Source: an optimization exercise on an open RTL-to-GDS flow (aim: small area, a short achievable clock period and few clock cycles). Production flows keep margins and buffers that such runs may drop. Power and IR drop assume default switching activity.

==> flow/design.v <==
`timescale 1ns / 1ps
module top_module(ans,sign,overflow,car,done,a,b,con,start,clk,rst);
    input [7:0] a;
    input [7:0] b;
    input [2:0] con;
    input start;
    input clk;
    input rst;
    output reg sign,car,overflow,done;
    output [15:0] ans;
    reg [15:0] R;       
    reg [8:0]  X;       
    reg [2:0]  cnt;     
    reg        c_one, c_two, c_neg;    
    reg        sa;      
    reg        mbusy, dbusy;
    assign ans = R;
    wire idle = ~mbusy & ~dbusy;
    wire is_add = (con == 3'b000);
    wire is_sub = (con == 3'b001);
    wire is_mul = (con == 3'b010);
    wire is_div = (con == 3'b011);
    wire is_and = (con == 3'b100);
    wire is_or  = (con == 3'b101);
    wire is_not = (con == 3'b110);
    wire is_xor = (con == 3'b111);
    wire arith  = is_add | is_sub;
    wire [7:0]  bx  = b ^ {8{is_sub}};
    wire [8:0]  sum = {1'b0, a} + {1'b0, bx} + {8'd0, is_sub};
    wire        ov  = (a[7] == bx[7]) && (sum[7] != a[7]);
    function [3:0] blen;
        input [7:0] x;
        begin
            casez (x)
                8'b1???????: blen = 4'd8;
                8'b01??????: blen = 4'd7;
                8'b001?????: blen = 4'd6;
                8'b0001????: blen = 4'd5;
                8'b00001???: blen = 4'd4;
                8'b000001??: blen = 4'd3;
                8'b0000001?: blen = 4'd2;
                8'b00000001: blen = 4'd1;
                default:     blen = 4'd0;
            endcase
        end
    endfunction
    function [3:0] mlen;
        input [7:0] x;
        reg pw;
        begin
            pw = x[7] & (&(x[7:1] | ~x[6:0]));    
            mlen = blen(x ^ {8{x[7]}}) + {3'd0, pw};
        end
    endfunction
    wire [3:0] la = mlen(a);
    wire [3:0] lb = mlen(b);
    wire [3:0] sh = la - lb;
    wire       qzero = (la < lb);
    wire       bzero = (b == 8'd0);
    wire [8:0] dal = {b[7], b} << sh[2:0];
    wire [7:0] dz_lo = a[7] ? ((a == 8'h80) ? 8'h02 : 8'h01) : 8'hff;
    wire [7:0] cap_lo = ({8{arith}}  & sum[7:0])
                      | ({8{is_and}} & (a & b))
                      | ({8{is_or}}  & (a | b))
                      | ({8{is_not}} & ~b)
                      | ({8{is_xor}} & (a ^ b))
                      | ({8{is_mul}} & b)
                      | ({8{is_div & bzero}} & dz_lo);
    wire [7:0] cap_hi = {8{is_div}} & a;
    wire       cap_sign = is_div ? (bzero & ~a[7]) : cap_lo[7];
    wire [9:0] mv   = ({10{c_one}} & {X[8], X}) | ({10{c_two}} & {X, 1'b0});
    wire [9:0] p    = {{2{R[15]}}, R[15:8]};
    wire [9:0] q    = mv ^ {10{c_neg}};
    wire [9:0] y    = p + q + {9'd0, c_neg};
    wire       yz   = c_neg ? (p == mv) : ((p ^ mv) == {p[8:0] | mv[8:0], 1'b0});
    wire       qb   = sa ? (y[9] | yz) : ~y[9];
    reg  [7:0] qm1;
    reg        nz;
    integer    i;
    always @* begin
        nz = 1'b0;
        for (i = 0; i < 8; i = i + 1) begin
            qm1[i] = R[i] ^ ~nz;
            nz = nz | R[i];
        end
    end
    wire [7:0] qn   = qb ? {(c_neg ? R[6:0] : qm1[6:0]), 1'b1} : {R[6:0], 1'b0};
    wire [7:0] rn   = qb ? y[7:0] : R[15:8];
    wire [15:0] mulv = {y, R[7:2]};
    wire [15:0] divv = {rn, qn};
    wire        last = (cnt == 3'd0);
    always @(posedge clk) begin
        R <= ({16{mbusy}} & mulv) | ({16{dbusy}} & divv) | ({16{idle}} & {cap_hi, cap_lo});
        sign <= (mbusy & y[9]) | (dbusy & qn[7]) | (idle & cap_sign);
        car <= idle & arith & sum[8];
        overflow <= idle & arith & ov;
        cnt <= idle ? (is_mul ? 3'd3 : sh[2:0]) : cnt - 3'd1;
        if (mbusy) begin
            c_one <= R[2] ^ R[1];
            c_two <= (R[3] & ~R[2] & ~R[1]) | (~R[3] & R[2] & R[1]);
            c_neg <= R[3];
        end else if (idle) begin
            c_one <= ~is_mul | b[0];
            c_two <= is_mul & b[1] & ~b[0];
            c_neg <= is_mul ? b[1] : (a[7] == b[7]);
        end
        if (idle) begin
            X <= is_mul ? {a[7], a} : dal;
            sa <= a[7];
        end else if (dbusy) begin
            X <= {X[8], X[8:1]};
        end
        done <= ~rst & ((idle & start & ~is_mul & ~(is_div & ~bzero & ~qzero))
                        | (~idle & last));
        if (rst) begin
            mbusy <= 1'b0;
            dbusy <= 1'b0;
        end else if (idle) begin
            mbusy <= start & is_mul;
            dbusy <= start & is_div & ~bzero & ~qzero;
        end else if (last) begin
            mbusy <= 1'b0;
            dbusy <= 1'b0;
        end
    end
endmodule
clock: 5.0 ns
lec_check: 0
abc_clock_period_in_ps: 3000
cap_margin: 20
core_margin: 2
core_utilization: 50
place_density: 0.65
setup_slack_margin: 1.5
slew_margin: 20
standard.sh (not shown) runs the stock make flow with config.mk's settings and CLKGATE_MAP_FILE= SYNTH_SCRIPT=/design/flow/synth_recipe.tcl, a recipe that flattens the netlist after the stock synthesis.
==> flow/flow/run.sh <==
#!/bin/bash
# Standard layout, with fast input/output buffers and sizing not tied to the cell footprint.
set -euo pipefail
bash standard.sh MATCH_CELL_FOOTPRINT=0 "BUFFER_PORTS_ARGS=-buffer_cell sky130_fd_sc_hd__buf_2" finish > standard_flow.log 2>&1
Edit:
--- a/flow/design.v
+++ b/flow/design.v
@@ -24,11 +24,13 @@
     wire is_or  = (con == 3'b101);
     wire is_not = (con == 3'b110);
     wire is_xor = (con == 3'b111);
     wire arith  = is_add | is_sub;
     wire [7:0]  bx  = b ^ {8{is_sub}};
-    wire [8:0]  sum = {1'b0, a} + {1'b0, bx} + {8'd0, is_sub};
+    wire [9:0]  ain = is_mul ? {{2{a[7]}}, a} : {2'b00, a};
+    wire [9:0]  bin = is_mul ? {a[7], a, 1'b0} : {2'b00, bx};
+    wire [9:0]  sum = ain + bin + {9'd0, is_sub};
     wire        ov  = (a[7] == bx[7]) && (sum[7] != a[7]);
     function [3:0] blen;
         input [7:0] x;
         begin
             casez (x)
@@ -57,18 +59,21 @@
     wire [3:0] sh = la - lb;
     wire       qzero = (la < lb);
     wire       bzero = (b == 8'd0);
     wire [8:0] dal = {b[7], b} << sh[2:0];
     wire [7:0] dz_lo = a[7] ? ((a == 8'h80) ? 8'h02 : 8'h01) : 8'hff;
+    wire [9:0] a1  = {{2{a[7]}}, a};
+    wire [9:0] a2  = {a[7], a, 1'b0};
+    wire [9:0] m0  = b[1] ? (b[0] ? sum : a2) : (b[0] ? a1 : 10'd0);
     wire [7:0] cap_lo = ({8{arith}}  & sum[7:0])
                       | ({8{is_and}} & (a & b))
                       | ({8{is_or}}  & (a | b))
                       | ({8{is_not}} & ~b)
                       | ({8{is_xor}} & (a ^ b))
-                      | ({8{is_mul}} & b)
+                      | ({8{is_mul}} & {m0[1:0], b[7:2]})
                       | ({8{is_div & bzero}} & dz_lo);
-    wire [7:0] cap_hi = {8{is_div}} & a;
+    wire [7:0] cap_hi = ({8{is_div}} & a) | ({8{is_mul}} & m0[9:2]);
     wire       cap_sign = is_div ? (bzero & ~a[7]) : cap_lo[7];
     wire [9:0] mv   = ({10{c_one}} & {X[8], X}) | ({10{c_two}} & {X, 1'b0});
     wire [9:0] p    = {{2{R[15]}}, R[15:8]};
     wire [9:0] q    = mv ^ {10{c_neg}};
     wire [9:0] y    = p + q + {9'd0, c_neg};
@@ -92,19 +97,19 @@
     always @(posedge clk) begin
         R <= ({16{mbusy}} & mulv) | ({16{dbusy}} & divv) | ({16{idle}} & {cap_hi, cap_lo});
         sign <= (mbusy & y[9]) | (dbusy & qn[7]) | (idle & cap_sign);
         car <= idle & arith & sum[8];
         overflow <= idle & arith & ov;
-        cnt <= idle ? (is_mul ? 3'd3 : sh[2:0]) : cnt - 3'd1;
+        cnt <= idle ? (is_mul ? 3'd2 : sh[2:0]) : cnt - 3'd1;
         if (mbusy) begin
             c_one <= R[2] ^ R[1];
             c_two <= (R[3] & ~R[2] & ~R[1]) | (~R[3] & R[2] & R[1]);
             c_neg <= R[3];
         end else if (idle) begin
-            c_one <= ~is_mul | b[0];
-            c_two <= is_mul & b[1] & ~b[0];
-            c_neg <= is_mul ? b[1] : (a[7] == b[7]);
+            c_one <= ~is_mul | b[2];
+            c_two <= is_mul & b[3] & ~b[2];
+            c_neg <= is_mul ? b[3] : (a[7] == b[7]);
         end
         if (idle) begin
             X <= is_mul ? {a[7], a} : dal;
             sa <= a[7];
         end else if (dbusy) begin
Result: The changed run completed without violations. Combinational power came out higher by about 8%. Synthesized area came out higher by 1.9%. Register-to-register slack is worse by 30 ps. Utilization came out higher by 4.8 points. Cell area came out higher by 12%. Worst setup slack is worse by 65 ps. Die area came out higher by 1.8%. Via count came out higher by 10%. Count of clock-buffer cells in the layout does not change. Non-clock buffer count came out higher by 25. Cell count came out higher by 5.9%. Sequential share of layout area came out lower by 1.6 points. Wire length came out higher by 16%.
Function was not checked in any run of this note: the RTL went through the layout flow alone.

==> static timing again, ports no longer ideal <==
Ports are ideal in the flow. The routed layouts listed here were re-timed in OpenROAD. Step 1 sets driving cells, clkbuf_16 on the clock port and buf_2 on the other inputs (assumed; they add their load-dependent delay and slew). Step 2 times the ports against the registers' clock, not the clock port: input delays grow and output delays shrink by t, the midpoint of the rising clock arrivals with the driver on. Slacks: ideal / step 1 / step 2; pairs: ideal / step 1.
run	shift t [ns]	setup slack, ns	worst setup path after step 2	worst slew at a driven data input, ns
the first run	0.322	1.304 / 1.269 / 0.948	input to register	0.07
the second run	0.322	1.238 / 1.188 / 0.866	input to register	0.15
After both steps every run listed still meets setup and hold. For the second run, which loses most, drivers alone change the setup slack by -0.050 ns; drivers and shift together by -0.372 ns.
